What follows belongs to an exercise in optimizing a design on an open flow for small area; a production flow would make more cautious choices. Function was checked by simulation only, so behaviour that the tests miss may differ from the original. Power is estimated from default activity; no workload was simulated.

==> design/flow/design.v <==
`timescale 1ns / 1ps
module conv2D_int16(
    input wire  M_AXIS_ACLK,
    input wire  M_AXIS_ARESETN,
    input wire  S_AXIS_ACLK,
    input wire  S_AXIS_ARESETN,
    output wire  M_AXIS_TVALID,
    output wire [15:0] M_AXIS_TDATA,
    output wire [1:0] M_AXIS_TKEEP,
    output wire  M_AXIS_TLAST,
    input wire  M_AXIS_TREADY,
    output wire  S_AXIS_TREADY,
    input wire [15:0] S_AXIS_TDATA,
    input wire [1:0] S_AXIS_TKEEP,
    input wire  S_AXIS_TLAST,
    input wire  S_AXIS_TVALID
    );
    localparam IDLE = 3'b000, FILTER = 3'b001, DRAIN = 3'b010, STREAM = 3'b011,
               FILL0 = 3'b100, FILL3 = 3'b111;
    reg [2:0] state;
    reg [1:0] row;       
    wire RX = M_AXIS_TREADY && S_AXIS_TVALID;
    wire s_load   = state[2:1] == 2'b00;                 
    wire s_idle   = state == IDLE;
    wire s_fill   = state[2];
    wire s_stream = state == STREAM;
    wire s_drain  = state == DRAIN;
    wire ph1 = row[0];
    wire ph2 = row[1];
    wire ph0 = !(row[0] || row[1]);
    wire take = (s_fill || s_stream) && RX;          
    wire pad  = s_drain && !ph2;                     
    wire adv  = take || pad;                         
    assign S_AXIS_TREADY = M_AXIS_TREADY;
    assign M_AXIS_TKEEP  = 2'b11;
    assign M_AXIS_TLAST  = s_drain;
    assign M_AXIS_TVALID = ph2 && (s_drain || (s_stream && S_AXIS_TVALID));
    reg [15:0] f [0:8];
    integer i;
    always @(posedge S_AXIS_ACLK) begin
        if (s_load && RX) begin
            f[0] <= S_AXIS_TDATA;
            for (i = 1; i < 9; i = i + 1) f[i] <= f[i-1];
        end
    end
    wire [15:0] cA = ({16{ph0}} & f[2]) | ({16{ph1}} & f[5]) | ({16{ph2}} & f[8]);  
    wire [15:0] cB = ({16{ph0}} & f[1]) | ({16{ph1}} & f[4]) | ({16{ph2}} & f[7]);  
    wire [15:0] cC = ({16{ph0}} & f[0]) | ({16{ph1}} & f[3]) | ({16{ph2}} & f[6]);  
    wire [15:0] x = S_AXIS_TDATA;
    wire [16:0] xe = {x, 1'b0};
    wire [7:0] one, two, neg;
    genvar k;
    generate for (k = 0; k < 8; k = k + 1) begin : enc
        assign one[k] = take & (xe[2*k] ^ xe[2*k+1]);
        assign two[k] = take & ((xe[2*k+2] & ~xe[2*k+1] & ~xe[2*k]) | (~xe[2*k+2] & xe[2*k+1] & xe[2*k]));
        assign neg[k] = xe[2*k+2];
    end endgenerate
    reg [15:0] O, P0, P1, P2;
    wire [15:0] sA, sB, sC;
    mac16 mA (.one(one), .two(two), .neg(neg), .c(cA), .acc(P0), .y(sA));
    mac16 mB (.one(one), .two(two), .neg(neg), .c(cB), .acc(P1), .y(sB));
    mac16 mC (.one(one), .two(two), .neg(neg), .c(cC), .acc(P2), .y(sC));
    wire shift = adv && ph0;
    always @(posedge S_AXIS_ACLK) begin
        if (shift) O <= sA;
        P0 <= shift ? sB : sA;
        P1 <= shift ? sC : sB;
        P2 <= shift ? 16'd0 : sC;
    end
    assign M_AXIS_TDATA = O;
    always @(posedge S_AXIS_ACLK) begin
        if (!S_AXIS_ARESETN) begin
            state <= IDLE;
            row   <= 2'd0;
        end else begin
            if (adv) row <= {ph1, ph0};   
            if (s_fill) begin
                if (RX && ph2) state <= {1'b1, state[1] ^ state[0], !state[0]};   
                if (RX && ph0 && state == FILL3) state <= STREAM;
            end else begin
                case (state)
                    IDLE: begin
                        if (RX) state <= FILTER;
                        else row <= 2'd0;
                    end
                    FILTER: if (RX && S_AXIS_TLAST) state <= FILL0;
                    STREAM: if (RX && S_AXIS_TLAST) state <= DRAIN;
                    DRAIN: if (ph2 && M_AXIS_TREADY) state <= IDLE;
                    default: state <= IDLE;
                endcase
            end
        end
    end
endmodule
module mac16(input wire [7:0] one, input wire [7:0] two, input wire [7:0] neg, input wire [15:0] c, input wire [15:0] acc, output wire [15:0] y);
wire p1;
wire p2;
wire p3;
wire p4;
wire p5;
wire p6;
wire p7;
wire p8;
wire p9;
wire p10;
wire p11;
wire p12;
wire p13;
wire p14;
wire p15;
wire p16;
wire p17;
wire p18;
wire p19;
wire p20;
wire p21;
wire p22;
wire p23;
wire p24;
wire p25;
wire p26;
wire p27;
wire p28;
wire p29;
wire p30;
wire p31;
wire p32;
wire p33;
wire p34;
wire p35;
wire p36;
wire p37;
wire p38;
wire p39;
wire p40;
wire p41;
wire p42;
wire p43;
wire p44;
wire p45;
wire p46;
wire p47;
wire p48;
wire p49;
wire p50;
wire p51;
wire p52;
wire p53;
wire p54;
wire p55;
wire p56;
wire p57;
wire p58;
wire p59;
wire p60;
wire p61;
wire p62;
wire p63;
wire p64;
wire p65;
wire p66;
wire p67;
wire p68;
wire p69;
wire p70;
wire p71;
wire p72;
wire s73;
wire k74;
wire s75;
wire k76;
wire s77;
wire k78;
wire s79;
wire k80;
wire s81;
wire k82;
wire s83;
wire k84;
wire s85;
wire k86;
wire s87;
wire k88;
wire s89;
wire k90;
wire s91;
wire k92;
wire s93;
wire k94;
wire s95;
wire k96;
wire s97;
wire k98;
wire s99;
wire k100;
wire s101;
wire k102;
wire s103;
wire k104;
wire s105;
wire k106;
wire s107;
wire k108;
wire s109;
wire k110;
wire s111;
wire k112;
wire s113;
wire k114;
wire s115;
wire k116;
wire s117;
wire k118;
wire s119;
wire k120;
wire s121;
wire k122;
wire s123;
wire k124;
wire s125;
wire k126;
wire s127;
wire k128;
wire s129;
wire k130;
wire s131;
wire k132;
wire s133;
wire k134;
wire s135;
wire k136;
wire s137;
wire k138;
wire s139;
wire k140;
wire s141;
wire k142;
wire s143;
wire k144;
wire s145;
wire k146;
wire s147;
wire k148;
wire s149;
wire k150;
wire s151;
wire k152;
wire s153;
wire k154;
wire s155;
wire k156;
wire s157;
wire k158;
wire s159;
wire k160;
wire s161;
wire k162;
wire s163;
wire k164;
wire s165;
wire k166;
wire s167;
wire k168;
wire s169;
wire k170;
wire s171;
wire k172;
wire s173;
wire k174;
wire s175;
wire k176;
wire s177;
wire k178;
wire s179;
wire k180;
wire s181;
wire k182;
wire s183;
wire k184;
wire s185;
wire k186;
wire s187;
wire k188;
wire s189;
wire k190;
wire s191;
wire k192;
wire s193;
wire k194;
wire s195;
wire k196;
wire s197;
wire k198;
wire s199;
wire k200;
wire s201;
wire s202;
wire s203;
wire s204;
wire s205;
wire s206;
wire s207;
wire s208;
assign p1 = (c[0] & one[0]) ^ neg[0];
assign p2 = ((c[1] & one[0]) | (c[0] & two[0])) ^ neg[0];
assign p3 = ((c[2] & one[0]) | (c[1] & two[0])) ^ neg[0];
assign p4 = ((c[3] & one[0]) | (c[2] & two[0])) ^ neg[0];
assign p5 = ((c[4] & one[0]) | (c[3] & two[0])) ^ neg[0];
assign p6 = ((c[5] & one[0]) | (c[4] & two[0])) ^ neg[0];
assign p7 = ((c[6] & one[0]) | (c[5] & two[0])) ^ neg[0];
assign p8 = ((c[7] & one[0]) | (c[6] & two[0])) ^ neg[0];
assign p9 = ((c[8] & one[0]) | (c[7] & two[0])) ^ neg[0];
assign p10 = ((c[9] & one[0]) | (c[8] & two[0])) ^ neg[0];
assign p11 = ((c[10] & one[0]) | (c[9] & two[0])) ^ neg[0];
assign p12 = ((c[11] & one[0]) | (c[10] & two[0])) ^ neg[0];
assign p13 = ((c[12] & one[0]) | (c[11] & two[0])) ^ neg[0];
assign p14 = ((c[13] & one[0]) | (c[12] & two[0])) ^ neg[0];
assign p15 = ((c[14] & one[0]) | (c[13] & two[0])) ^ neg[0];
assign p16 = ((c[15] & one[0]) | (c[14] & two[0])) ^ neg[0];
assign p17 = (c[0] & one[1]) ^ neg[1];
assign p18 = ((c[1] & one[1]) | (c[0] & two[1])) ^ neg[1];
assign p19 = ((c[2] & one[1]) | (c[1] & two[1])) ^ neg[1];
assign p20 = ((c[3] & one[1]) | (c[2] & two[1])) ^ neg[1];
assign p21 = ((c[4] & one[1]) | (c[3] & two[1])) ^ neg[1];
assign p22 = ((c[5] & one[1]) | (c[4] & two[1])) ^ neg[1];
assign p23 = ((c[6] & one[1]) | (c[5] & two[1])) ^ neg[1];
assign p24 = ((c[7] & one[1]) | (c[6] & two[1])) ^ neg[1];
assign p25 = ((c[8] & one[1]) | (c[7] & two[1])) ^ neg[1];
assign p26 = ((c[9] & one[1]) | (c[8] & two[1])) ^ neg[1];
assign p27 = ((c[10] & one[1]) | (c[9] & two[1])) ^ neg[1];
assign p28 = ((c[11] & one[1]) | (c[10] & two[1])) ^ neg[1];
assign p29 = ((c[12] & one[1]) | (c[11] & two[1])) ^ neg[1];
assign p30 = ((c[13] & one[1]) | (c[12] & two[1])) ^ neg[1];
assign p31 = (c[0] & one[2]) ^ neg[2];
assign p32 = ((c[1] & one[2]) | (c[0] & two[2])) ^ neg[2];
assign p33 = ((c[2] & one[2]) | (c[1] & two[2])) ^ neg[2];
assign p34 = ((c[3] & one[2]) | (c[2] & two[2])) ^ neg[2];
assign p35 = ((c[4] & one[2]) | (c[3] & two[2])) ^ neg[2];
assign p36 = ((c[5] & one[2]) | (c[4] & two[2])) ^ neg[2];
assign p37 = ((c[6] & one[2]) | (c[5] & two[2])) ^ neg[2];
assign p38 = ((c[7] & one[2]) | (c[6] & two[2])) ^ neg[2];
assign p39 = ((c[8] & one[2]) | (c[7] & two[2])) ^ neg[2];
assign p40 = ((c[9] & one[2]) | (c[8] & two[2])) ^ neg[2];
assign p41 = ((c[10] & one[2]) | (c[9] & two[2])) ^ neg[2];
assign p42 = ((c[11] & one[2]) | (c[10] & two[2])) ^ neg[2];
assign p43 = (c[0] & one[3]) ^ neg[3];
assign p44 = ((c[1] & one[3]) | (c[0] & two[3])) ^ neg[3];
assign p45 = ((c[2] & one[3]) | (c[1] & two[3])) ^ neg[3];
assign p46 = ((c[3] & one[3]) | (c[2] & two[3])) ^ neg[3];
assign p47 = ((c[4] & one[3]) | (c[3] & two[3])) ^ neg[3];
assign p48 = ((c[5] & one[3]) | (c[4] & two[3])) ^ neg[3];
assign p49 = ((c[6] & one[3]) | (c[5] & two[3])) ^ neg[3];
assign p50 = ((c[7] & one[3]) | (c[6] & two[3])) ^ neg[3];
assign p51 = ((c[8] & one[3]) | (c[7] & two[3])) ^ neg[3];
assign p52 = ((c[9] & one[3]) | (c[8] & two[3])) ^ neg[3];
assign p53 = (c[0] & one[4]) ^ neg[4];
assign p54 = ((c[1] & one[4]) | (c[0] & two[4])) ^ neg[4];
assign p55 = ((c[2] & one[4]) | (c[1] & two[4])) ^ neg[4];
assign p56 = ((c[3] & one[4]) | (c[2] & two[4])) ^ neg[4];
assign p57 = ((c[4] & one[4]) | (c[3] & two[4])) ^ neg[4];
assign p58 = ((c[5] & one[4]) | (c[4] & two[4])) ^ neg[4];
assign p59 = ((c[6] & one[4]) | (c[5] & two[4])) ^ neg[4];
assign p60 = ((c[7] & one[4]) | (c[6] & two[4])) ^ neg[4];
assign p61 = (c[0] & one[5]) ^ neg[5];
assign p62 = ((c[1] & one[5]) | (c[0] & two[5])) ^ neg[5];
assign p63 = ((c[2] & one[5]) | (c[1] & two[5])) ^ neg[5];
assign p64 = ((c[3] & one[5]) | (c[2] & two[5])) ^ neg[5];
assign p65 = ((c[4] & one[5]) | (c[3] & two[5])) ^ neg[5];
assign p66 = ((c[5] & one[5]) | (c[4] & two[5])) ^ neg[5];
assign p67 = (c[0] & one[6]) ^ neg[6];
assign p68 = ((c[1] & one[6]) | (c[0] & two[6])) ^ neg[6];
assign p69 = ((c[2] & one[6]) | (c[1] & two[6])) ^ neg[6];
assign p70 = ((c[3] & one[6]) | (c[2] & two[6])) ^ neg[6];
assign p71 = (c[0] & one[7]) ^ neg[7];
assign p72 = ((c[1] & one[7]) | (c[0] & two[7])) ^ neg[7];
fa_cell us73 (.a(acc[0]), .b(neg[0]), .c(p1), .s(s73), .co(k74));
fa_cell us75 (.a(acc[1]), .b(p2), .c(k74), .s(s75), .co(k76));
fa_cell us77 (.a(acc[2]), .b(neg[1]), .c(p3), .s(s77), .co(k78));
fa_cell us79 (.a(p17), .b(s77), .c(k76), .s(s79), .co(k80));
fa_cell us81 (.a(acc[3]), .b(p4), .c(p18), .s(s81), .co(k82));
fa_cell us83 (.a(k78), .b(s81), .c(k80), .s(s83), .co(k84));
fa_cell us85 (.a(acc[4]), .b(neg[2]), .c(p5), .s(s85), .co(k86));
fa_cell us87 (.a(p19), .b(p31), .c(k82), .s(s87), .co(k88));
fa_cell us89 (.a(s85), .b(s87), .c(k84), .s(s89), .co(k90));
fa_cell us91 (.a(acc[5]), .b(p6), .c(p20), .s(s91), .co(k92));
fa_cell us93 (.a(p32), .b(k86), .c(s91), .s(s93), .co(k94));
fa_cell us95 (.a(k88), .b(s93), .c(k90), .s(s95), .co(k96));
fa_cell us97 (.a(acc[6]), .b(neg[3]), .c(p7), .s(s97), .co(k98));
fa_cell us99 (.a(p21), .b(p33), .c(p43), .s(s99), .co(k100));
fa_cell us101 (.a(k92), .b(s97), .c(s99), .s(s101), .co(k102));
fa_cell us103 (.a(k94), .b(s101), .c(k96), .s(s103), .co(k104));
fa_cell us105 (.a(acc[7]), .b(p8), .c(p22), .s(s105), .co(k106));
fa_cell us107 (.a(p34), .b(p44), .c(k98), .s(s107), .co(k108));
fa_cell us109 (.a(k100), .b(s105), .c(k102), .s(s109), .co(k110));
fa_cell us111 (.a(s107), .b(s109), .c(k104), .s(s111), .co(k112));
fa_cell us113 (.a(acc[8]), .b(neg[4]), .c(p9), .s(s113), .co(k114));
fa_cell us115 (.a(p23), .b(p35), .c(p45), .s(s115), .co(k116));
fa_cell us117 (.a(p53), .b(k106), .c(s113), .s(s117), .co(k118));
fa_cell us119 (.a(s115), .b(k108), .c(s117), .s(s119), .co(k120));
fa_cell us121 (.a(k110), .b(s119), .c(k112), .s(s121), .co(k122));
fa_cell us123 (.a(acc[9]), .b(p10), .c(p24), .s(s123), .co(k124));
fa_cell us125 (.a(p36), .b(p46), .c(p54), .s(s125), .co(k126));
fa_cell us127 (.a(k114), .b(k116), .c(s123), .s(s127), .co(k128));
fa_cell us129 (.a(s125), .b(k118), .c(s127), .s(s129), .co(k130));
fa_cell us131 (.a(k120), .b(s129), .c(k122), .s(s131), .co(k132));
fa_cell us133 (.a(acc[10]), .b(neg[5]), .c(p11), .s(s133), .co(k134));
fa_cell us135 (.a(p25), .b(p37), .c(p47), .s(s135), .co(k136));
fa_cell us137 (.a(p55), .b(p61), .c(k124), .s(s137), .co(k138));
fa_cell us139 (.a(k126), .b(s133), .c(s135), .s(s139), .co(k140));
fa_cell us141 (.a(k128), .b(s137), .c(s139), .s(s141), .co(k142));
fa_cell us143 (.a(k130), .b(s141), .c(k132), .s(s143), .co(k144));
fa_cell us145 (.a(acc[11]), .b(p12), .c(p26), .s(s145), .co(k146));
fa_cell us147 (.a(p38), .b(p48), .c(p56), .s(s147), .co(k148));
fa_cell us149 (.a(p62), .b(k134), .c(k136), .s(s149), .co(k150));
fa_cell us151 (.a(s145), .b(s147), .c(k138), .s(s151), .co(k152));
fa_cell us153 (.a(k140), .b(s149), .c(s151), .s(s153), .co(k154));
fa_cell us155 (.a(k142), .b(s153), .c(k144), .s(s155), .co(k156));
fa_cell us157 (.a(acc[12]), .b(neg[6]), .c(p13), .s(s157), .co(k158));
fa_cell us159 (.a(p27), .b(p39), .c(p49), .s(s159), .co(k160));
fa_cell us161 (.a(p57), .b(p63), .c(p67), .s(s161), .co(k162));
fa_cell us163 (.a(k146), .b(k148), .c(s157), .s(s163), .co(k164));
fa_cell us165 (.a(s159), .b(s161), .c(k150), .s(s165), .co(k166));
fa_cell us167 (.a(s163), .b(k152), .c(s165), .s(s167), .co(k168));
fa_cell us169 (.a(k154), .b(s167), .c(k156), .s(s169), .co(k170));
fa_cell us171 (.a(acc[13]), .b(p14), .c(p28), .s(s171), .co(k172));
fa_cell us173 (.a(p40), .b(p50), .c(p58), .s(s173), .co(k174));
fa_cell us175 (.a(p64), .b(p68), .c(k158), .s(s175), .co(k176));
fa_cell us177 (.a(k160), .b(k162), .c(s171), .s(s177), .co(k178));
fa_cell us179 (.a(s173), .b(k164), .c(s175), .s(s179), .co(k180));
fa_cell us181 (.a(s177), .b(k166), .c(s179), .s(s181), .co(k182));
fa_cell us183 (.a(k168), .b(s181), .c(k170), .s(s183), .co(k184));
fa_cell us185 (.a(acc[14]), .b(neg[7]), .c(p15), .s(s185), .co(k186));
fa_cell us187 (.a(p29), .b(p41), .c(p51), .s(s187), .co(k188));
fa_cell us189 (.a(p59), .b(p65), .c(p69), .s(s189), .co(k190));
fa_cell us191 (.a(p71), .b(k172), .c(k174), .s(s191), .co(k192));
fa_cell us193 (.a(s185), .b(s187), .c(s189), .s(s193), .co(k194));
fa_cell us195 (.a(k176), .b(k178), .c(s191), .s(s195), .co(k196));
fa_cell us197 (.a(s193), .b(k180), .c(s195), .s(s197), .co(k198));
fa_cell us199 (.a(k182), .b(s197), .c(k184), .s(s199), .co(k200));
assign s201 = acc[15] ^ p16 ^ p30;
assign s202 = p42 ^ p52 ^ p60;
assign s203 = p66 ^ p70 ^ p72;
assign s204 = k186 ^ k188 ^ k190;
assign s205 = s201 ^ s202 ^ s203;
assign s206 = k192 ^ k194 ^ s204;
assign s207 = s205 ^ k196 ^ s206;
assign s208 = k198 ^ s207 ^ k200;
assign y = {s208, s199, s183, s169, s155, s143, s131, s121, s111, s103, s95, s89, s83, s79, s75, s73};
endmodule
module fa_cell(input wire a, input wire b, input wire c, output wire s, output wire co);
assign s = a ^ b ^ c;
assign co = (a & b) | (a & c) | (b & c);
endmodule
module ha_cell(input wire a, input wire b, output wire s, output wire co);
assign s = a ^ b;
assign co = a & b;
endmodule
==> design/flow/flow/run.sh <==
#!/bin/bash
set -euo pipefail
here=$(pwd)
bash standard.sh \
  "POST_FLOORPLAN_TCL=$here/flow/downsize.tcl" \
  "BUFFER_PORTS_ARGS=-buffer_cell sky130_fd_sc_hd__buf_1" \
  "CTS_ARGS=-sink_clustering_enable -repair_clock_nets -sink_clustering_size 16 -sink_clustering_max_diameter 100 -buf_list sky130_fd_sc_hd__clkbuf_8 -dont_use_dummy_load" \
  finish > standard.log 2>&1
==> design/flow/flow/downsize.tcl <==
# POST_FLOORPLAN hook: every logic cell that synthesis mapped to a larger
# drive strength is set back to the smallest cell of its family (same
# function and pins); among equally small cells the strongest is taken.
# The placement and routing steps that follow upsize or buffer again
# wherever slew, capacitance or timing need it.
set downsize_map {
  sky130_fd_sc_hd__a2111o_2 sky130_fd_sc_hd__a2111o_1
  sky130_fd_sc_hd__a2111o_4 sky130_fd_sc_hd__a2111o_1
  sky130_fd_sc_hd__a2111oi_1 sky130_fd_sc_hd__a2111oi_0
  sky130_fd_sc_hd__a2111oi_2 sky130_fd_sc_hd__a2111oi_0
  sky130_fd_sc_hd__a2111oi_4 sky130_fd_sc_hd__a2111oi_0
  sky130_fd_sc_hd__a211o_2 sky130_fd_sc_hd__a211o_1
  sky130_fd_sc_hd__a211o_4 sky130_fd_sc_hd__a211o_1
  sky130_fd_sc_hd__a211oi_2 sky130_fd_sc_hd__a211oi_1
  sky130_fd_sc_hd__a211oi_4 sky130_fd_sc_hd__a211oi_1
  sky130_fd_sc_hd__a21bo_1 sky130_fd_sc_hd__a21bo_2
  sky130_fd_sc_hd__a21bo_4 sky130_fd_sc_hd__a21bo_2
  sky130_fd_sc_hd__a21boi_0 sky130_fd_sc_hd__a21boi_1
  sky130_fd_sc_hd__a21boi_2 sky130_fd_sc_hd__a21boi_1
  sky130_fd_sc_hd__a21boi_4 sky130_fd_sc_hd__a21boi_1
  sky130_fd_sc_hd__a21o_2 sky130_fd_sc_hd__a21o_1
  sky130_fd_sc_hd__a21o_4 sky130_fd_sc_hd__a21o_1
  sky130_fd_sc_hd__a21oi_2 sky130_fd_sc_hd__a21oi_1
  sky130_fd_sc_hd__a21oi_4 sky130_fd_sc_hd__a21oi_1
  sky130_fd_sc_hd__a221o_2 sky130_fd_sc_hd__a221o_1
  sky130_fd_sc_hd__a221o_4 sky130_fd_sc_hd__a221o_1
  sky130_fd_sc_hd__a221oi_2 sky130_fd_sc_hd__a221oi_1
  sky130_fd_sc_hd__a221oi_4 sky130_fd_sc_hd__a221oi_1
  sky130_fd_sc_hd__a22o_2 sky130_fd_sc_hd__a22o_1
  sky130_fd_sc_hd__a22o_4 sky130_fd_sc_hd__a22o_1
  sky130_fd_sc_hd__a22oi_2 sky130_fd_sc_hd__a22oi_1
  sky130_fd_sc_hd__a22oi_4 sky130_fd_sc_hd__a22oi_1
  sky130_fd_sc_hd__a2bb2o_2 sky130_fd_sc_hd__a2bb2o_1
  sky130_fd_sc_hd__a2bb2o_4 sky130_fd_sc_hd__a2bb2o_1
  sky130_fd_sc_hd__a2bb2oi_2 sky130_fd_sc_hd__a2bb2oi_1
  sky130_fd_sc_hd__a2bb2oi_4 sky130_fd_sc_hd__a2bb2oi_1
  sky130_fd_sc_hd__a311o_2 sky130_fd_sc_hd__a311o_1
  sky130_fd_sc_hd__a311o_4 sky130_fd_sc_hd__a311o_1
  sky130_fd_sc_hd__a311oi_2 sky130_fd_sc_hd__a311oi_1
  sky130_fd_sc_hd__a311oi_4 sky130_fd_sc_hd__a311oi_1
  sky130_fd_sc_hd__a31o_1 sky130_fd_sc_hd__a31o_2
  sky130_fd_sc_hd__a31o_4 sky130_fd_sc_hd__a31o_2
  sky130_fd_sc_hd__a31oi_2 sky130_fd_sc_hd__a31oi_1
  sky130_fd_sc_hd__a31oi_4 sky130_fd_sc_hd__a31oi_1
  sky130_fd_sc_hd__a32o_2 sky130_fd_sc_hd__a32o_1
  sky130_fd_sc_hd__a32o_4 sky130_fd_sc_hd__a32o_1
  sky130_fd_sc_hd__a32oi_2 sky130_fd_sc_hd__a32oi_1
  sky130_fd_sc_hd__a32oi_4 sky130_fd_sc_hd__a32oi_1
  sky130_fd_sc_hd__a41o_2 sky130_fd_sc_hd__a41o_1
  sky130_fd_sc_hd__a41o_4 sky130_fd_sc_hd__a41o_1
  sky130_fd_sc_hd__a41oi_2 sky130_fd_sc_hd__a41oi_1
  sky130_fd_sc_hd__a41oi_4 sky130_fd_sc_hd__a41oi_1
  sky130_fd_sc_hd__and2_0 sky130_fd_sc_hd__and2_1
  sky130_fd_sc_hd__and2_2 sky130_fd_sc_hd__and2_1
  sky130_fd_sc_hd__and2_4 sky130_fd_sc_hd__and2_1
  sky130_fd_sc_hd__and2b_2 sky130_fd_sc_hd__and2b_1
  sky130_fd_sc_hd__and2b_4 sky130_fd_sc_hd__and2b_1
  sky130_fd_sc_hd__and3_2 sky130_fd_sc_hd__and3_1
  sky130_fd_sc_hd__and3_4 sky130_fd_sc_hd__and3_1
  sky130_fd_sc_hd__and3b_2 sky130_fd_sc_hd__and3b_1
  sky130_fd_sc_hd__and3b_4 sky130_fd_sc_hd__and3b_1
  sky130_fd_sc_hd__and4_2 sky130_fd_sc_hd__and4_1
  sky130_fd_sc_hd__and4_4 sky130_fd_sc_hd__and4_1
  sky130_fd_sc_hd__and4b_2 sky130_fd_sc_hd__and4b_1
  sky130_fd_sc_hd__and4b_4 sky130_fd_sc_hd__and4b_1
  sky130_fd_sc_hd__and4bb_1 sky130_fd_sc_hd__and4bb_2
  sky130_fd_sc_hd__and4bb_4 sky130_fd_sc_hd__and4bb_2
  sky130_fd_sc_hd__dfbbn_2 sky130_fd_sc_hd__dfbbn_1
  sky130_fd_sc_hd__dfrbp_2 sky130_fd_sc_hd__dfrbp_1
  sky130_fd_sc_hd__dfrtp_2 sky130_fd_sc_hd__dfrtp_1
  sky130_fd_sc_hd__dfrtp_4 sky130_fd_sc_hd__dfrtp_1
  sky130_fd_sc_hd__dfsbp_2 sky130_fd_sc_hd__dfsbp_1
  sky130_fd_sc_hd__dfstp_1 sky130_fd_sc_hd__dfstp_2
  sky130_fd_sc_hd__dfstp_4 sky130_fd_sc_hd__dfstp_2
  sky130_fd_sc_hd__dfxbp_2 sky130_fd_sc_hd__dfxbp_1
  sky130_fd_sc_hd__dfxtp_2 sky130_fd_sc_hd__dfxtp_1
  sky130_fd_sc_hd__dfxtp_4 sky130_fd_sc_hd__dfxtp_1
  sky130_fd_sc_hd__dlrbn_2 sky130_fd_sc_hd__dlrbn_1
  sky130_fd_sc_hd__dlrbp_2 sky130_fd_sc_hd__dlrbp_1
  sky130_fd_sc_hd__dlrtn_1 sky130_fd_sc_hd__dlrtn_2
  sky130_fd_sc_hd__dlrtn_4 sky130_fd_sc_hd__dlrtn_2
  sky130_fd_sc_hd__dlrtp_2 sky130_fd_sc_hd__dlrtp_1
  sky130_fd_sc_hd__dlrtp_4 sky130_fd_sc_hd__dlrtp_1
  sky130_fd_sc_hd__dlxbn_2 sky130_fd_sc_hd__dlxbn_1
  sky130_fd_sc_hd__dlxtn_2 sky130_fd_sc_hd__dlxtn_1
  sky130_fd_sc_hd__dlxtn_4 sky130_fd_sc_hd__dlxtn_1
  sky130_fd_sc_hd__fa_2 sky130_fd_sc_hd__fa_1
  sky130_fd_sc_hd__fa_4 sky130_fd_sc_hd__fa_1
  sky130_fd_sc_hd__ha_2 sky130_fd_sc_hd__ha_1
  sky130_fd_sc_hd__ha_4 sky130_fd_sc_hd__ha_1
  sky130_fd_sc_hd__maj3_2 sky130_fd_sc_hd__maj3_1
  sky130_fd_sc_hd__maj3_4 sky130_fd_sc_hd__maj3_1
  sky130_fd_sc_hd__mux2_1 sky130_fd_sc_hd__mux2_2
  sky130_fd_sc_hd__mux2_4 sky130_fd_sc_hd__mux2_2
  sky130_fd_sc_hd__mux2_8 sky130_fd_sc_hd__mux2_2
  sky130_fd_sc_hd__mux2i_2 sky130_fd_sc_hd__mux2i_1
  sky130_fd_sc_hd__mux2i_4 sky130_fd_sc_hd__mux2i_1
  sky130_fd_sc_hd__mux4_1 sky130_fd_sc_hd__mux4_2
  sky130_fd_sc_hd__mux4_4 sky130_fd_sc_hd__mux4_2
  sky130_fd_sc_hd__nand2_2 sky130_fd_sc_hd__nand2_1
  sky130_fd_sc_hd__nand2_4 sky130_fd_sc_hd__nand2_1
  sky130_fd_sc_hd__nand2_8 sky130_fd_sc_hd__nand2_1
  sky130_fd_sc_hd__nand2b_2 sky130_fd_sc_hd__nand2b_1
  sky130_fd_sc_hd__nand2b_4 sky130_fd_sc_hd__nand2b_1
  sky130_fd_sc_hd__nand3_2 sky130_fd_sc_hd__nand3_1
  sky130_fd_sc_hd__nand3_4 sky130_fd_sc_hd__nand3_1
  sky130_fd_sc_hd__nand3b_2 sky130_fd_sc_hd__nand3b_1
  sky130_fd_sc_hd__nand3b_4 sky130_fd_sc_hd__nand3b_1
  sky130_fd_sc_hd__nand4_2 sky130_fd_sc_hd__nand4_1
  sky130_fd_sc_hd__nand4_4 sky130_fd_sc_hd__nand4_1
  sky130_fd_sc_hd__nand4b_2 sky130_fd_sc_hd__nand4b_1
  sky130_fd_sc_hd__nand4b_4 sky130_fd_sc_hd__nand4b_1
  sky130_fd_sc_hd__nand4bb_2 sky130_fd_sc_hd__nand4bb_1
  sky130_fd_sc_hd__nand4bb_4 sky130_fd_sc_hd__nand4bb_1
  sky130_fd_sc_hd__nor2_2 sky130_fd_sc_hd__nor2_1
  sky130_fd_sc_hd__nor2_4 sky130_fd_sc_hd__nor2_1
  sky130_fd_sc_hd__nor2_8 sky130_fd_sc_hd__nor2_1
  sky130_fd_sc_hd__nor2b_2 sky130_fd_sc_hd__nor2b_1
  sky130_fd_sc_hd__nor2b_4 sky130_fd_sc_hd__nor2b_1
  sky130_fd_sc_hd__nor3_2 sky130_fd_sc_hd__nor3_1
  sky130_fd_sc_hd__nor3_4 sky130_fd_sc_hd__nor3_1
  sky130_fd_sc_hd__nor3b_2 sky130_fd_sc_hd__nor3b_1
  sky130_fd_sc_hd__nor3b_4 sky130_fd_sc_hd__nor3b_1
  sky130_fd_sc_hd__nor4_2 sky130_fd_sc_hd__nor4_1
  sky130_fd_sc_hd__nor4_4 sky130_fd_sc_hd__nor4_1
  sky130_fd_sc_hd__nor4b_2 sky130_fd_sc_hd__nor4b_1
  sky130_fd_sc_hd__nor4b_4 sky130_fd_sc_hd__nor4b_1
  sky130_fd_sc_hd__nor4bb_2 sky130_fd_sc_hd__nor4bb_1
  sky130_fd_sc_hd__nor4bb_4 sky130_fd_sc_hd__nor4bb_1
  sky130_fd_sc_hd__o2111a_2 sky130_fd_sc_hd__o2111a_1
  sky130_fd_sc_hd__o2111a_4 sky130_fd_sc_hd__o2111a_1
  sky130_fd_sc_hd__o2111ai_2 sky130_fd_sc_hd__o2111ai_1
  sky130_fd_sc_hd__o2111ai_4 sky130_fd_sc_hd__o2111ai_1
  sky130_fd_sc_hd__o211a_1 sky130_fd_sc_hd__o211a_2
  sky130_fd_sc_hd__o211a_4 sky130_fd_sc_hd__o211a_2
  sky130_fd_sc_hd__o211ai_2 sky130_fd_sc_hd__o211ai_1
  sky130_fd_sc_hd__o211ai_4 sky130_fd_sc_hd__o211ai_1
  sky130_fd_sc_hd__o21a_2 sky130_fd_sc_hd__o21a_1
  sky130_fd_sc_hd__o21a_4 sky130_fd_sc_hd__o21a_1
  sky130_fd_sc_hd__o21ai_0 sky130_fd_sc_hd__o21ai_1
  sky130_fd_sc_hd__o21ai_2 sky130_fd_sc_hd__o21ai_1
  sky130_fd_sc_hd__o21ai_4 sky130_fd_sc_hd__o21ai_1
  sky130_fd_sc_hd__o21ba_1 sky130_fd_sc_hd__o21ba_2
  sky130_fd_sc_hd__o21ba_4 sky130_fd_sc_hd__o21ba_2
  sky130_fd_sc_hd__o21bai_2 sky130_fd_sc_hd__o21bai_1
  sky130_fd_sc_hd__o21bai_4 sky130_fd_sc_hd__o21bai_1
  sky130_fd_sc_hd__o221a_1 sky130_fd_sc_hd__o221a_2
  sky130_fd_sc_hd__o221a_4 sky130_fd_sc_hd__o221a_2
  sky130_fd_sc_hd__o221ai_2 sky130_fd_sc_hd__o221ai_1
  sky130_fd_sc_hd__o221ai_4 sky130_fd_sc_hd__o221ai_1
  sky130_fd_sc_hd__o22a_2 sky130_fd_sc_hd__o22a_1
  sky130_fd_sc_hd__o22a_4 sky130_fd_sc_hd__o22a_1
  sky130_fd_sc_hd__o22ai_2 sky130_fd_sc_hd__o22ai_1
  sky130_fd_sc_hd__o22ai_4 sky130_fd_sc_hd__o22ai_1
  sky130_fd_sc_hd__o2bb2a_2 sky130_fd_sc_hd__o2bb2a_1
  sky130_fd_sc_hd__o2bb2a_4 sky130_fd_sc_hd__o2bb2a_1
  sky130_fd_sc_hd__o2bb2ai_2 sky130_fd_sc_hd__o2bb2ai_1
  sky130_fd_sc_hd__o2bb2ai_4 sky130_fd_sc_hd__o2bb2ai_1
  sky130_fd_sc_hd__o311a_2 sky130_fd_sc_hd__o311a_1
  sky130_fd_sc_hd__o311a_4 sky130_fd_sc_hd__o311a_1
  sky130_fd_sc_hd__o311ai_0 sky130_fd_sc_hd__o311ai_1
  sky130_fd_sc_hd__o311ai_2 sky130_fd_sc_hd__o311ai_1
  sky130_fd_sc_hd__o311ai_4 sky130_fd_sc_hd__o311ai_1
  sky130_fd_sc_hd__o31a_2 sky130_fd_sc_hd__o31a_1
  sky130_fd_sc_hd__o31a_4 sky130_fd_sc_hd__o31a_1
  sky130_fd_sc_hd__o31ai_2 sky130_fd_sc_hd__o31ai_1
  sky130_fd_sc_hd__o31ai_4 sky130_fd_sc_hd__o31ai_1
  sky130_fd_sc_hd__o32a_2 sky130_fd_sc_hd__o32a_1
  sky130_fd_sc_hd__o32a_4 sky130_fd_sc_hd__o32a_1
  sky130_fd_sc_hd__o32ai_2 sky130_fd_sc_hd__o32ai_1
  sky130_fd_sc_hd__o32ai_4 sky130_fd_sc_hd__o32ai_1
  sky130_fd_sc_hd__o41a_2 sky130_fd_sc_hd__o41a_1
  sky130_fd_sc_hd__o41a_4 sky130_fd_sc_hd__o41a_1
  sky130_fd_sc_hd__o41ai_2 sky130_fd_sc_hd__o41ai_1
  sky130_fd_sc_hd__o41ai_4 sky130_fd_sc_hd__o41ai_1
  sky130_fd_sc_hd__or2_0 sky130_fd_sc_hd__or2_2
  sky130_fd_sc_hd__or2_1 sky130_fd_sc_hd__or2_2
  sky130_fd_sc_hd__or2_4 sky130_fd_sc_hd__or2_2
  sky130_fd_sc_hd__or2b_2 sky130_fd_sc_hd__or2b_1
  sky130_fd_sc_hd__or2b_4 sky130_fd_sc_hd__or2b_1
  sky130_fd_sc_hd__or3_2 sky130_fd_sc_hd__or3_1
  sky130_fd_sc_hd__or3_4 sky130_fd_sc_hd__or3_1
  sky130_fd_sc_hd__or3b_1 sky130_fd_sc_hd__or3b_2
  sky130_fd_sc_hd__or3b_4 sky130_fd_sc_hd__or3b_2
  sky130_fd_sc_hd__or4_2 sky130_fd_sc_hd__or4_1
  sky130_fd_sc_hd__or4_4 sky130_fd_sc_hd__or4_1
  sky130_fd_sc_hd__or4b_1 sky130_fd_sc_hd__or4b_2
  sky130_fd_sc_hd__or4b_4 sky130_fd_sc_hd__or4b_2
  sky130_fd_sc_hd__or4bb_2 sky130_fd_sc_hd__or4bb_1
  sky130_fd_sc_hd__or4bb_4 sky130_fd_sc_hd__or4bb_1
  sky130_fd_sc_hd__sdfbbn_2 sky130_fd_sc_hd__sdfbbn_1
  sky130_fd_sc_hd__sdfrbp_2 sky130_fd_sc_hd__sdfrbp_1
  sky130_fd_sc_hd__sdfrtp_2 sky130_fd_sc_hd__sdfrtp_1
  sky130_fd_sc_hd__sdfrtp_4 sky130_fd_sc_hd__sdfrtp_1
  sky130_fd_sc_hd__sdfsbp_2 sky130_fd_sc_hd__sdfsbp_1
  sky130_fd_sc_hd__sdfstp_2 sky130_fd_sc_hd__sdfstp_1
  sky130_fd_sc_hd__sdfstp_4 sky130_fd_sc_hd__sdfstp_1
  sky130_fd_sc_hd__sdfxbp_2 sky130_fd_sc_hd__sdfxbp_1
  sky130_fd_sc_hd__sdfxtp_2 sky130_fd_sc_hd__sdfxtp_1
  sky130_fd_sc_hd__sdfxtp_4 sky130_fd_sc_hd__sdfxtp_1
  sky130_fd_sc_hd__sedfxbp_2 sky130_fd_sc_hd__sedfxbp_1
  sky130_fd_sc_hd__sedfxtp_2 sky130_fd_sc_hd__sedfxtp_1
  sky130_fd_sc_hd__sedfxtp_4 sky130_fd_sc_hd__sedfxtp_1
  sky130_fd_sc_hd__xnor2_2 sky130_fd_sc_hd__xnor2_1
  sky130_fd_sc_hd__xnor2_4 sky130_fd_sc_hd__xnor2_1
  sky130_fd_sc_hd__xnor3_2 sky130_fd_sc_hd__xnor3_1
  sky130_fd_sc_hd__xnor3_4 sky130_fd_sc_hd__xnor3_1
  sky130_fd_sc_hd__xor2_2 sky130_fd_sc_hd__xor2_1
  sky130_fd_sc_hd__xor2_4 sky130_fd_sc_hd__xor2_1
  sky130_fd_sc_hd__xor3_2 sky130_fd_sc_hd__xor3_1
  sky130_fd_sc_hd__xor3_4 sky130_fd_sc_hd__xor3_1
}
set n_down 0
foreach inst [get_cells *] {
  set master [get_property $inst ref_name]
  if { [dict exists $downsize_map $master] } {
    set target [dict get $downsize_map $master]
    replace_cell $inst [get_lib_cells */$target]
    incr n_down
  }
}
puts "downsize: replaced $n_down cells"
==> design/flow/standard.sh <==
#!/bin/bash
# synth_recipe.tcl (not shown) runs the flow's synth.tcl, then flattens the netlist and writes it again
# the make line also repeats each setting of config.mk as NAME=value (left out here)
make -C /OpenROAD-flow-scripts/flow DESIGN_CONFIG=/design/flow/config.mk WORK_HOME=/design/flow/orfs CLKGATE_MAP_FILE= SYNTH_SCRIPT=/design/flow/synth_recipe.tcl "${@:-finish}"
==> design/flow/config.mk <==
export PLATFORM = sky130hd
export DESIGN_NAME = conv2D_int16
export DESIGN_NICKNAME = conv2D_int16
export VERILOG_FILES = /design/flow/design.v
export SDC_FILE = /design/flow/constraint.sdc
export NUM_CORES = 4
export LEC_CHECK = 0
export CAP_MARGIN = 20
export CORE_MARGIN = 2
export CORE_UTILIZATION = 55
export CTS_BUF_LIST = sky130_fd_sc_hd__clkbuf_8
export CTS_CLUSTER_DIAMETER = 60
export CTS_CLUSTER_SIZE = 14
export GPL_TIMING_DRIVEN = 1
export PLACE_DENSITY = 0.75
export SLEW_MARGIN = 20
export SYNTH_HIERARCHICAL = 1
export SYNTH_MINIMUM_KEEP_SIZE = 0
==> design/flow/constraint.sdc <==
create_clock -name core_clock -period 16.0 [get_ports {S_AXIS_ACLK}]
set_input_delay 3.2000 -clock core_clock [delete_from_list [all_inputs] [get_ports {S_AXIS_ACLK}]]
set_output_delay 3.2000 -clock core_clock [all_outputs]
set_load 0.01 [all_outputs]
==> results.txt, run 1 <==
* Drt wl/cell at 24.0 um
* WHS at 0.447 ns
* Top cells by area, synth: edfxtp_1 30%, fa_1 24%, xnor2_1 14%
* Final setup fails at 0
* Syn Std Cell Area at 16,200 sq um
* Switching Fraction at 0.416
* Nets at 1,490
* Main synth FF type: edfxtp_1
* Layout cells sized above 1 at 0.0852
* Crit path kind: in2reg
* Largest net degree at the start of global routing at 80
* # rows at 62
* Crit path required time at 16.45 ns
* H-tree Lvls at 1
* Fin cells at 1,651
* Slew @ Worst Pin at 1.15 ns
* Clk slew on worst S/H paths at 0.12 ns
* Synth cell types at 40
* Yosys reg bits at 213
* Clock sink count at 213
* Final Routed Wirelength at 39,600 um
* Period utilization at 0.732
* Syn avg cell area at 12.2 sq um
* Switch Pwr at 1.54 mW
* Clk_skew at 0.0728 ns
* Total vias in the final route at 10.5k
* Yosys top cell by area: edfxtp_1
* Internal at 2.16 mW
* Final RePlAce weighted congestion at 0.894
* Iter 0 DRT Violations at 1,177
* Dpl cells at 1,634
* Area grow syn2layout at 1.63%
* Max Fanout on Critical Path at 29
* Crit path launch type: primary input
* Count of pins over their slew limit at 0
* Post_cts resized at 0
* 1st-pass router iterations at 5
* Worst skew pair latency at 0.56 ns
* GR Overflow Total at 0
* FFs w/ async S/R, synth at 0
* Clock tree buffer depth at 3
* Count leader, synth: xnor2_1
* Multi-input logic area at 9430 sq um
* Peak supply drop at 103 uV
* CTS Root Cell: clkbuf_8
* Flop pwr share at 0.248
* Unrepaired setup endpoints after global routing: false
* Global-route wire length before repair at 62,900 um
* PwrDens at 225 nW/um^2
* Die width at 176 um
* FF+latch area at 5870 sq um
* P_leak at 5.32 nW
* # hold bufs at CTS at 0
* WP data arrival at 12.17 ns
* Starting density of the core at 0.562
* Vias in the first global route at 11.4k
* Synth warn at 8
* ANT nets after route at 0
* Timing-limited maximum frequency at 85.4 MHz
* Post-synth top cells: 256 x xnor2_1, 241 x a22oi_1, 192 x fa_1
* Total power at 3.70 mW
* Synthesized netlist cell count at 1,333
* Max-Cap Viols at 0
* DRC viols at 0
* Outcome: timing/DRC/antenna clean
* Cts bufs inserted at 17
* Share of the synthesized area in the top cell type at 0.296
* Die Area at 30,900 sq um
* Worst setup EP type: register
* Port Buffers at 39
* Logic gate share of total power at 0.678
* Vias per inst at 6.35
* Final Hold Fails at 0
* IO Pins at 46
* Fill cell count at 2,373
* # Post-CTS Setup Buffers at 0
* Slew margin rel. at 0.232
* Core box area at 28,900 sq um
* Min-delay worst type: reg2reg
* Clock share of power at 0.074
* N_diodes at 0
* Initial antenna violation count at 0
* Final Critical Period at 11.72 ns
* Sequential area share after synthesis at 0.362
* GRT Util Overall at 0.264
* CTS tree: built
* Post-DP HPWL at 25,700 um
* Die height at 176 um
* Number of flops mapped to enable cells by yosys at 160
* Fin Setup TNS at 0 ns
-- final timing paths --
check | from | to | slack [ns] | cells past startpoint
hold reg to reg | f[4][12] | f[5][12] | 0.45 | 0
setup / recovery | M_AXIS_TREADY | P1[15] | 4.28 | 27
hold / removal | f[4][12] | f[5][12] | 0.45 | 0
setup reg to reg | state[1] | P1[15] | 6.44 | 27
-- through the flow --
| step | utilization | cell area [sq um] | setup WS [ns] |
|---|---|---|---|
| 2_1_floorplan | - | 16200 | 2.18 |
| 3_3_place_gp | 0.563 | 16300 | 3.86 |
| 3_5_place_dp | 0.563 | 16300 | 3.74 |
| 4_1_cts | 0.571 | 16500 | 4.33 |
| 5_1_grt | 0.571 | 16500 | 3.92 |
| 6_report | 0.571 | 16500 | 4.28 |
-- Yosys stat by module, one instance, submodules excluded --
module | cells inside | flops+latches | cell area (sq um)
conv2D_int16 | 529 | 213 | 7770
fa_cell | 1 | 0 | 20.0
mac16 | 204 | 0 | 1540
-- state kept, by name, indices dropped and copies added, names as in the netlist --
name / count
P0: 16
P2: 16
f: 144
row: 2
state: 3
O: 16
P1: 16
-- logic make-up after synthesis --
group | count (synthesis) | synth area share
xor gates and xnor gates | 268 | 0.147
muxes | 34 | 0.0255
other | 1 | 0.000231
adders and majority gates | 196 | 0.240
AOI/OAI and AO/OA | 262 | 0.120
buffers and inverters | 168 | 0.0561
and+or+nand+nor | 191 | 0.0490
DFF | 213 | 0.362
-- worst max-delay path, cell delays in order --
cell	delay (ns)
buf_1	0.22
o211ai_1	0.14
buf_4	0.25
nor2_4	0.47
buf_4	0.46
a22oi_1	0.14
xnor2_1	0.21
fa_1	0.47
fa_1	0.43
fa_1	0.40
fa_1	0.39
fa_1	0.39
fa_1	0.39
fa_1	0.40
fa_1	0.39
fa_1	0.40
fa_1	0.40
fa_1	0.39
fa_1	0.40
fa_1	0.41
fa_1	0.39
xor2_1	0.19
xnor2_1	0.14
xnor3_1	0.43
xnor2_1	0.21
xnor2_1	0.14
mux2_2	0.28
-- placed cells by master, fill, tap and decap left out, drive strengths merged, types with 2 or more instances in the layout --
master and count:
a21oi 11, a22oi 241, and2 17, buf 72, clkbuf 22, conb 2, dfxtp 53, edfxtp 160
fa 192, ha 4, inv 7, mux2 32, mux2i 2, nand2 133, nand2b 2, nor2 33
nor3 3, o211ai 3, o21ai 2, xnor2 256, xnor3 3, xor2 9
-- final cells by class --
cell class | count | share of cell area
Clock buffer | 17 | 0.0142
Inverter | 7 | 0.00175
Multi-Input combinational cell | 953 | 0.572
Sequential cell | 213 | 0.356
Tap cell | 384 | 0.0291
Timing Repair Buffer | 77 | 0.0268
-- power groups by stage --
stage	combinational, mW	clock (mW)	sequential, mW
2_1_floorplan	2.41	0	0.944
3_3_place_gp	2.42	0	0.926
3_5_place_dp	2.47	0	0.934
4_1_cts	2.49	0.279	0.922
5_1_grt	2.78	0.296	0.935
6_report	2.51	0.274	0.918
-- layer usage --
layer / track usage / wire [um] / part of all wire
met1: 0.360 / 15200 / 0.38
met2: 0.416 / 18600 / 0.47
met3: 0.0621 / 4490 / 0.11
met4: 0.0999 / 1400 / 0.035
met5: 0 / 0 / 0
==> inputs of run 2 (changes only) <==
--- a/design/flow/design.v
+++ b/design/flow/design.v
@@ -55,11 +55,12 @@
         assign two[k] = take & ((xe[2*k+2] & ~xe[2*k+1] & ~xe[2*k]) | (~xe[2*k+2] & xe[2*k+1] & xe[2*k]));
         assign neg[k] = xe[2*k+2];
     end endgenerate
+    wire negpar = ^neg;    
     reg [15:0] O, P0, P1, P2;
     wire [15:0] sA, sB, sC;
-    mac16 mA (.one(one), .two(two), .neg(neg), .c(cA), .acc(P0), .y(sA));
-    mac16 mB (.one(one), .two(two), .neg(neg), .c(cB), .acc(P1), .y(sB));
-    mac16 mC (.one(one), .two(two), .neg(neg), .c(cC), .acc(P2), .y(sC));
+    mac16 mA (.one(one), .two(two), .neg(neg), .negpar(negpar), .c(cA), .acc(P0), .y(sA));
+    mac16 mB (.one(one), .two(two), .neg(neg), .negpar(negpar), .c(cB), .acc(P1), .y(sB));
+    mac16 mC (.one(one), .two(two), .neg(neg), .negpar(negpar), .c(cC), .acc(P2), .y(sC));
     wire shift = adv && ph0;
     always @(posedge S_AXIS_ACLK) begin
         if (shift) O <= sA;
@@ -92,7 +93,7 @@
         end
     end
 endmodule
-module mac16(input wire [7:0] one, input wire [7:0] two, input wire [7:0] neg, input wire [15:0] c, input wire [15:0] acc, output wire [15:0] y);
+module mac16(input wire [7:0] one, input wire [7:0] two, input wire [7:0] neg, input wire negpar, input wire [15:0] c, input wire [15:0] acc, output wire [15:0] y);
 wire p1;
 wire p2;
 wire p3;
@@ -301,6 +302,7 @@
 wire s206;
 wire s207;
 wire s208;
+wire s209;
 assign p1 = (c[0] & one[0]) ^ neg[0];
 assign p2 = ((c[1] & one[0]) | (c[0] & two[0])) ^ neg[0];
 assign p3 = ((c[2] & one[0]) | (c[1] & two[0])) ^ neg[0];
@@ -316,7 +318,7 @@
 assign p13 = ((c[12] & one[0]) | (c[11] & two[0])) ^ neg[0];
 assign p14 = ((c[13] & one[0]) | (c[12] & two[0])) ^ neg[0];
 assign p15 = ((c[14] & one[0]) | (c[13] & two[0])) ^ neg[0];
-assign p16 = ((c[15] & one[0]) | (c[14] & two[0])) ^ neg[0];
+assign p16 = ((c[15] & one[0]) | (c[14] & two[0]));
 assign p17 = (c[0] & one[1]) ^ neg[1];
 assign p18 = ((c[1] & one[1]) | (c[0] & two[1])) ^ neg[1];
 assign p19 = ((c[2] & one[1]) | (c[1] & two[1])) ^ neg[1];
@@ -330,7 +332,7 @@
 assign p27 = ((c[10] & one[1]) | (c[9] & two[1])) ^ neg[1];
 assign p28 = ((c[11] & one[1]) | (c[10] & two[1])) ^ neg[1];
 assign p29 = ((c[12] & one[1]) | (c[11] & two[1])) ^ neg[1];
-assign p30 = ((c[13] & one[1]) | (c[12] & two[1])) ^ neg[1];
+assign p30 = ((c[13] & one[1]) | (c[12] & two[1]));
 assign p31 = (c[0] & one[2]) ^ neg[2];
 assign p32 = ((c[1] & one[2]) | (c[0] & two[2])) ^ neg[2];
 assign p33 = ((c[2] & one[2]) | (c[1] & two[2])) ^ neg[2];
@@ -342,7 +344,7 @@
 assign p39 = ((c[8] & one[2]) | (c[7] & two[2])) ^ neg[2];
 assign p40 = ((c[9] & one[2]) | (c[8] & two[2])) ^ neg[2];
 assign p41 = ((c[10] & one[2]) | (c[9] & two[2])) ^ neg[2];
-assign p42 = ((c[11] & one[2]) | (c[10] & two[2])) ^ neg[2];
+assign p42 = ((c[11] & one[2]) | (c[10] & two[2]));
 assign p43 = (c[0] & one[3]) ^ neg[3];
 assign p44 = ((c[1] & one[3]) | (c[0] & two[3])) ^ neg[3];
 assign p45 = ((c[2] & one[3]) | (c[1] & two[3])) ^ neg[3];
@@ -352,7 +354,7 @@
 assign p49 = ((c[6] & one[3]) | (c[5] & two[3])) ^ neg[3];
 assign p50 = ((c[7] & one[3]) | (c[6] & two[3])) ^ neg[3];
 assign p51 = ((c[8] & one[3]) | (c[7] & two[3])) ^ neg[3];
-assign p52 = ((c[9] & one[3]) | (c[8] & two[3])) ^ neg[3];
+assign p52 = ((c[9] & one[3]) | (c[8] & two[3]));
 assign p53 = (c[0] & one[4]) ^ neg[4];
 assign p54 = ((c[1] & one[4]) | (c[0] & two[4])) ^ neg[4];
 assign p55 = ((c[2] & one[4]) | (c[1] & two[4])) ^ neg[4];
@@ -360,19 +362,19 @@
 assign p57 = ((c[4] & one[4]) | (c[3] & two[4])) ^ neg[4];
 assign p58 = ((c[5] & one[4]) | (c[4] & two[4])) ^ neg[4];
 assign p59 = ((c[6] & one[4]) | (c[5] & two[4])) ^ neg[4];
-assign p60 = ((c[7] & one[4]) | (c[6] & two[4])) ^ neg[4];
+assign p60 = ((c[7] & one[4]) | (c[6] & two[4]));
 assign p61 = (c[0] & one[5]) ^ neg[5];
 assign p62 = ((c[1] & one[5]) | (c[0] & two[5])) ^ neg[5];
 assign p63 = ((c[2] & one[5]) | (c[1] & two[5])) ^ neg[5];
 assign p64 = ((c[3] & one[5]) | (c[2] & two[5])) ^ neg[5];
 assign p65 = ((c[4] & one[5]) | (c[3] & two[5])) ^ neg[5];
-assign p66 = ((c[5] & one[5]) | (c[4] & two[5])) ^ neg[5];
+assign p66 = ((c[5] & one[5]) | (c[4] & two[5]));
 assign p67 = (c[0] & one[6]) ^ neg[6];
 assign p68 = ((c[1] & one[6]) | (c[0] & two[6])) ^ neg[6];
 assign p69 = ((c[2] & one[6]) | (c[1] & two[6])) ^ neg[6];
-assign p70 = ((c[3] & one[6]) | (c[2] & two[6])) ^ neg[6];
+assign p70 = ((c[3] & one[6]) | (c[2] & two[6]));
 assign p71 = (c[0] & one[7]) ^ neg[7];
-assign p72 = ((c[1] & one[7]) | (c[0] & two[7])) ^ neg[7];
+assign p72 = ((c[1] & one[7]) | (c[0] & two[7]));
 fa_cell us73 (.a(acc[0]), .b(neg[0]), .c(p1), .s(s73), .co(k74));
 fa_cell us75 (.a(acc[1]), .b(p2), .c(k74), .s(s75), .co(k76));
 fa_cell us77 (.a(acc[2]), .b(neg[1]), .c(p3), .s(s77), .co(k78));
@@ -437,15 +439,16 @@
 fa_cell us195 (.a(k176), .b(k178), .c(s191), .s(s195), .co(k196));
 fa_cell us197 (.a(s193), .b(k180), .c(s195), .s(s197), .co(k198));
 fa_cell us199 (.a(k182), .b(s197), .c(k184), .s(s199), .co(k200));
-assign s201 = acc[15] ^ p16 ^ p30;
-assign s202 = p42 ^ p52 ^ p60;
-assign s203 = p66 ^ p70 ^ p72;
-assign s204 = k186 ^ k188 ^ k190;
-assign s205 = s201 ^ s202 ^ s203;
-assign s206 = k192 ^ k194 ^ s204;
-assign s207 = s205 ^ k196 ^ s206;
-assign s208 = k198 ^ s207 ^ k200;
-assign y = {s208, s199, s183, s169, s155, s143, s131, s121, s111, s103, s95, s89, s83, s79, s75, s73};
+assign s201 = acc[15] ^ negpar ^ p16;
+assign s202 = p30 ^ p42 ^ p52;
+assign s203 = p60 ^ p66 ^ p70;
+assign s204 = p72 ^ k186 ^ k188;
+assign s205 = k190 ^ s201 ^ s202;
+assign s206 = s203 ^ k192 ^ k194;
+assign s207 = s204 ^ s205 ^ k196;
+assign s208 = s206 ^ k198 ^ s207;
+assign s209 = s208 ^ k200;
+assign y = {s209, s199, s183, s169, s155, s143, s131, s121, s111, s103, s95, s89, s83, s79, s75, s73};
 endmodule
 module fa_cell(input wire a, input wire b, input wire c, output wire s, output wire co);
 assign s = a ^ b ^ c;
==> design/flow/flow/run.sh (replaced) <==
#!/bin/bash
set -euo pipefail
here=$(pwd)
bash standard.sh \
  "POST_FLOORPLAN_TCL=$here/flow/downsize.tcl" \
  "BUFFER_PORTS_ARGS=-buffer_cell sky130_fd_sc_hd__buf_1" \
  "CTS_ARGS=-sink_clustering_enable -repair_clock_nets -sink_clustering_size 12 -sink_clustering_max_diameter 100 -buf_list sky130_fd_sc_hd__clkbuf_8 -dont_use_dummy_load" \
  finish > standard.log 2>&1
--- a/design/flow/config.mk
+++ b/design/flow/config.mk
@@ -7,12 +7,12 @@
 export LEC_CHECK = 0
 export CAP_MARGIN = 20
 export CORE_MARGIN = 2
-export CORE_UTILIZATION = 55
+export CORE_UTILIZATION = 45
 export CTS_BUF_LIST = sky130_fd_sc_hd__clkbuf_8
 export CTS_CLUSTER_DIAMETER = 60
 export CTS_CLUSTER_SIZE = 14
 export GPL_TIMING_DRIVEN = 1
-export PLACE_DENSITY = 0.75
+export PLACE_DENSITY = 0.6
 export SLEW_MARGIN = 20
 export SYNTH_HIERARCHICAL = 1
 export SYNTH_MINIMUM_KEEP_SIZE = 0
==> run 2 against run 1 <==
Effect of this change:
- sequential power about the same
- non-clock buffer count increased by 3
- via count decreased by 3.0%
- cell count increased by 4.1%
==> results.txt, run 2 <==
* Outcome: timing/DRC/antenna clean
* Slew margin rel. at 0.218 (-0.0143)
* PwrDens at 225 nW/um^2 (+0.12%)
* Period utilization at 0.722 (-0.0100)
* Final RePlAce weighted congestion at 0.835 (-6.7%)
* Reg-to-reg endpoint: P0[15]
* Max-Cap Viols at 0 (unchanged)
* Post-DP HPWL at 26,800 um (+4.1%)
* Final Routed Wirelength at 41,100 um (+3.9%)
* P_leak at 5.38 nW (+1.1%)
* Clock sink count at 213 (unchanged)
* Main synth FF type: edfxtp_1
* Max Fanout on Critical Path at 48 (+66%)
* Most common cell after layout, fill and taps aside: a22oi_1
* Initial antenna violation count at 1 (+1)
* Vias in the first global route at 10.9k (-3.8%)
* Largest register FFs at 144 (unchanged)
* Top cells by area, synth: edfxtp_1 30%, fa_1 24%, xnor2_1 13%
* R2R depth at 28 (+3.7%)
* Pre-CTS setup slack at 3.84 ns (+0.0979 ns)
* Min-delay worst type: reg2reg
* Die Area at 37,700 sq um (+22%)
* # rows at 69 (+11%)
* CTS Root Cell: clkbuf_8
* Die width at 194 um (+10%)
* # hold bufs at CTS at 0 (unchanged)
* Peak supply drop at 141 uV (+37%)
* Slew @ Worst Pin at 1.17 ns (+0.0213 ns)
* Syn Std Cell Area at 16,300 sq um (+0.19%)
* PnR worst setup slack at 4.44 ns (+0.160 ns)
* # Post-CTS Setup Buffers at 0 (unchanged)
* Syn avg cell area at 12.3 sq um (+1.3%)
* Share of the synthesized area in the top cell type at 0.296 (-0.000570)
* Final Critical Period at 11.56 ns (-0.160 ns)
* Biggest register: f
* Worst r2r src: row[0]
* Synth warn at 8 (unchanged)
* H-tree Lvls at 1 (unchanged)
* Crit path launch type: primary input
* Synthesized netlist cell count at 1,319 (-1.1%)
* Fin Setup TNS at 0 ns (unchanged)
* WP data arrival at 12.01 ns (-0.16 ns)
* Synth cell types at 42 (+5.0%)
* Vias per inst at 5.92 (-6.8%)
* Crit path kind: in2reg
* Fill cell count at 3,287 (+39%)
* Post-synth top cells: 232 x xnor2_1, 226 x a22oi_1, 192 x fa_1
* Unrepaired setup endpoints after global routing: false
* Count of pins over their slew limit at 0 (unchanged)
* Worst skew pair latency at 0.59 ns (+0.03 ns)
* Total vias in the final route at 10.2k (-3.0%)
* Clk slew on worst S/H paths at 0.10 ns (-0.02 ns)
* Nets at 1,480 (-0.67%)
* Yosys top cell by area: edfxtp_1
* Crit path required time at 16.45 ns (about the same)
* Post_cts resized at 0 (unchanged)
* 1st-pass router iterations at 6 (+1)
* Final Hold Fails at 0 (unchanged)
* Crit. Startpoint: M_AXIS_TREADY
* CTS tree: built
* Global-route wire length before repair at 65,400 um (+4.1%)
* GR Overflow Total at 0 (unchanged)
* Sequential area share after synthesis at 0.361 (-0.000696)
* Area grow syn2layout at 1.82%
* Count leader, synth: xnor2_1
* Clock tree buffer depth at 3 (unchanged)
* Drt wl/cell at 23.9 um (-0.13%)
* Die height at 194 um (+10%)
* Starting density of the core at 0.457 (-0.105)
* Layout cells sized above 1 at 0.0907 (+0.00545)
* GRT Util Overall at 0.223 (-0.0409)
* Clk_skew at 0.0525 ns (-0.0203 ns)
* IO Pins at 46 (unchanged)
* Hold path start: f[3][10]
* Worst setup endpoint: P0[15]
* ANT nets after route at 0 (unchanged)
* Port Buffers at 39 (unchanged)
* Iter 0 DRT Violations at 928 (-21%)
* R2r setup slk at 6.54 ns (+0.10 ns)
* N_diodes at 0 (unchanged)
* Worst setup EP type: register
* DRC viols at 0 (unchanged)
* Timing-limited maximum frequency at 86.5 MHz (+1.4%)
* Number of flops mapped to enable cells by yosys at 160 (unchanged)
* Core box area at 35,600 sq um (+23%)
* Largest net degree at the start of global routing at 83 (+3.8%)
* Yosys reg bits at 213 (unchanged)
* Cts bufs inserted at 21 (+4)
* Most frequent cells in the layout: 241 x a22oi_1, 235 x xnor2_1, 192 x fa_1, 160 x edfxtp_1, 133 x nand2_1
* Final setup fails at 0 (unchanged)
* FFs w/ async S/R, synth at 0 (unchanged)
## run 2: layer usage
metal  global-route usage  up-vias  part of all wire
li1                     -     4399                 -
met1                0.317     5314              0.43
met2                0.361      404              0.48
met3               0.0303       54             0.078
met4               0.0623        0             0.017
met5                    0        -                 0
## run 2: layout make-up
cell class | count | area [sq um] | share of cell area
Clock buffer | 21 | 289 | 0.0175
Inverter | 7 | 28.8 | 0.00174
Multi-Input combinational cell | 936 | 9320 | 0.563
Sequential cell | 213 | 5870 | 0.355
Tap cell | 461 | 577 | 0.0349
Timing Repair Buffer | 80 | 464 | 0.0281
## run 2: worst min path at each step
stage                     slack, ns  cells past startpoint       end
after floorplan                0.43                      0   f[1][0]
after global placement         0.43                      0   f[1][2]
after detailed placement       0.43                      0  f[1][12]
after CTS                      0.42                      0  f[4][10]
after global routing           0.45                      0  f[4][10]
final                          0.42                      0  f[4][10]
## run 2: where the power goes
group | switching [mW] | internal (mW)
combinational | 1.28 | 1.22
sequential | 0.0703 | 0.849
clock | 0.189 | 0.117
total | 1.53 | 2.19
## run 2: Yosys stat by module (local to each module, per instance)
module,times used,flip-flops and latches,cells
conv2D_int16,1,213,542
fa_cell,192,0,1
mac16,3,0,195
## run 2: stage by stage
| stage | hold WS, ns | total power [mW] | utilization | cells | area, sq um |
|---|---|---|---|---|---|
| after global placement | 0.428 | 3.38 | 0.457 | 1697 | 16300 |
| after detailed placement | 0.432 | 3.41 | 0.457 | 1697 | 16300 |
| after global routing | 0.446 | 4.03 | 0.465 | 1718 | 16500 |
| after floorplan | 0.426 | 3.34 | - | 1320 | 16300 |
| final | 0.425 | 3.72 | 0.465 | 1718 | 16500 |
| after CTS | 0.416 | 3.73 | 0.465 | 1718 | 16500 |
## run 2: worst max-delay path, stage by stage
cell and delay [ns]:
buf_1 0.19, o211ai_1 0.12, buf_4 0.23, nor2_4 0.09, buf_4 0.51, nand2_1 0.14
xnor2_1 0.18, fa_1 0.40, fa_1 0.38, fa_1 0.39, fa_1 0.39, fa_1 0.39
fa_1 0.41, fa_1 0.41, fa_1 0.40, fa_1 0.41, fa_1 0.40, fa_1 0.39
fa_1 0.40, fa_1 0.40, fa_1 0.40, fa_1 0.40, xor2_1 0.21, xnor2_1 0.14
xnor3_1 0.41, xnor3_1 0.26, mux2_2 0.28
## run 2: cell families after synthesis
family | count (synthesis) | synth area share
AO/OA/AOI/OAI | 262 | 0.125
XOR/XNOR | 251 | 0.142
flip-flops | 213 | 0.361
adder cells (fa/ha/maj) | 196 | 0.240
AND/OR/NAND/NOR | 191 | 0.0489
buffers and inverters | 171 | 0.0585
multiplexers | 34 | 0.0255
other | 1 | 0.000231

==> separate check: timing with driven ports <==
The results above use ideal ports. As a check the final layouts listed here were re-extracted and re-timed, cells and wires unchanged. Step 1 (the two cells are an assumption about what drives the block):
set clk [get_ports {S_AXIS_ACLK}]
set_driving_cell -lib_cell sky130_fd_sc_hd__clkbuf_16 $clk
set_driving_cell -lib_cell sky130_fd_sc_hd__buf_2 [delete_from_list [all_inputs] $clk]
Step 2 moves the port delays by t, midway between the first and last clock arrival at a register: inputs arrive t later, outputs are due t later. That takes back most of the time a late clock gives input paths. Three values: ideal, step 1, step 2; two values: the first two.
run | shift t [ns] | setup WS [ns] | latest minus earliest clock arrival (ns)
run 1 | 0.563 | 4.284 / 4.306 / 3.743 | 0.073 / 0.074
run 2 | 0.611 | 4.444 / 4.470 / 3.859 | 0.053 / 0.052
After both steps every run listed still meets setup and hold. The setup slack of run 2, which loses most, moves by +0.026 ns with the drivers and by -0.585 ns with both steps.
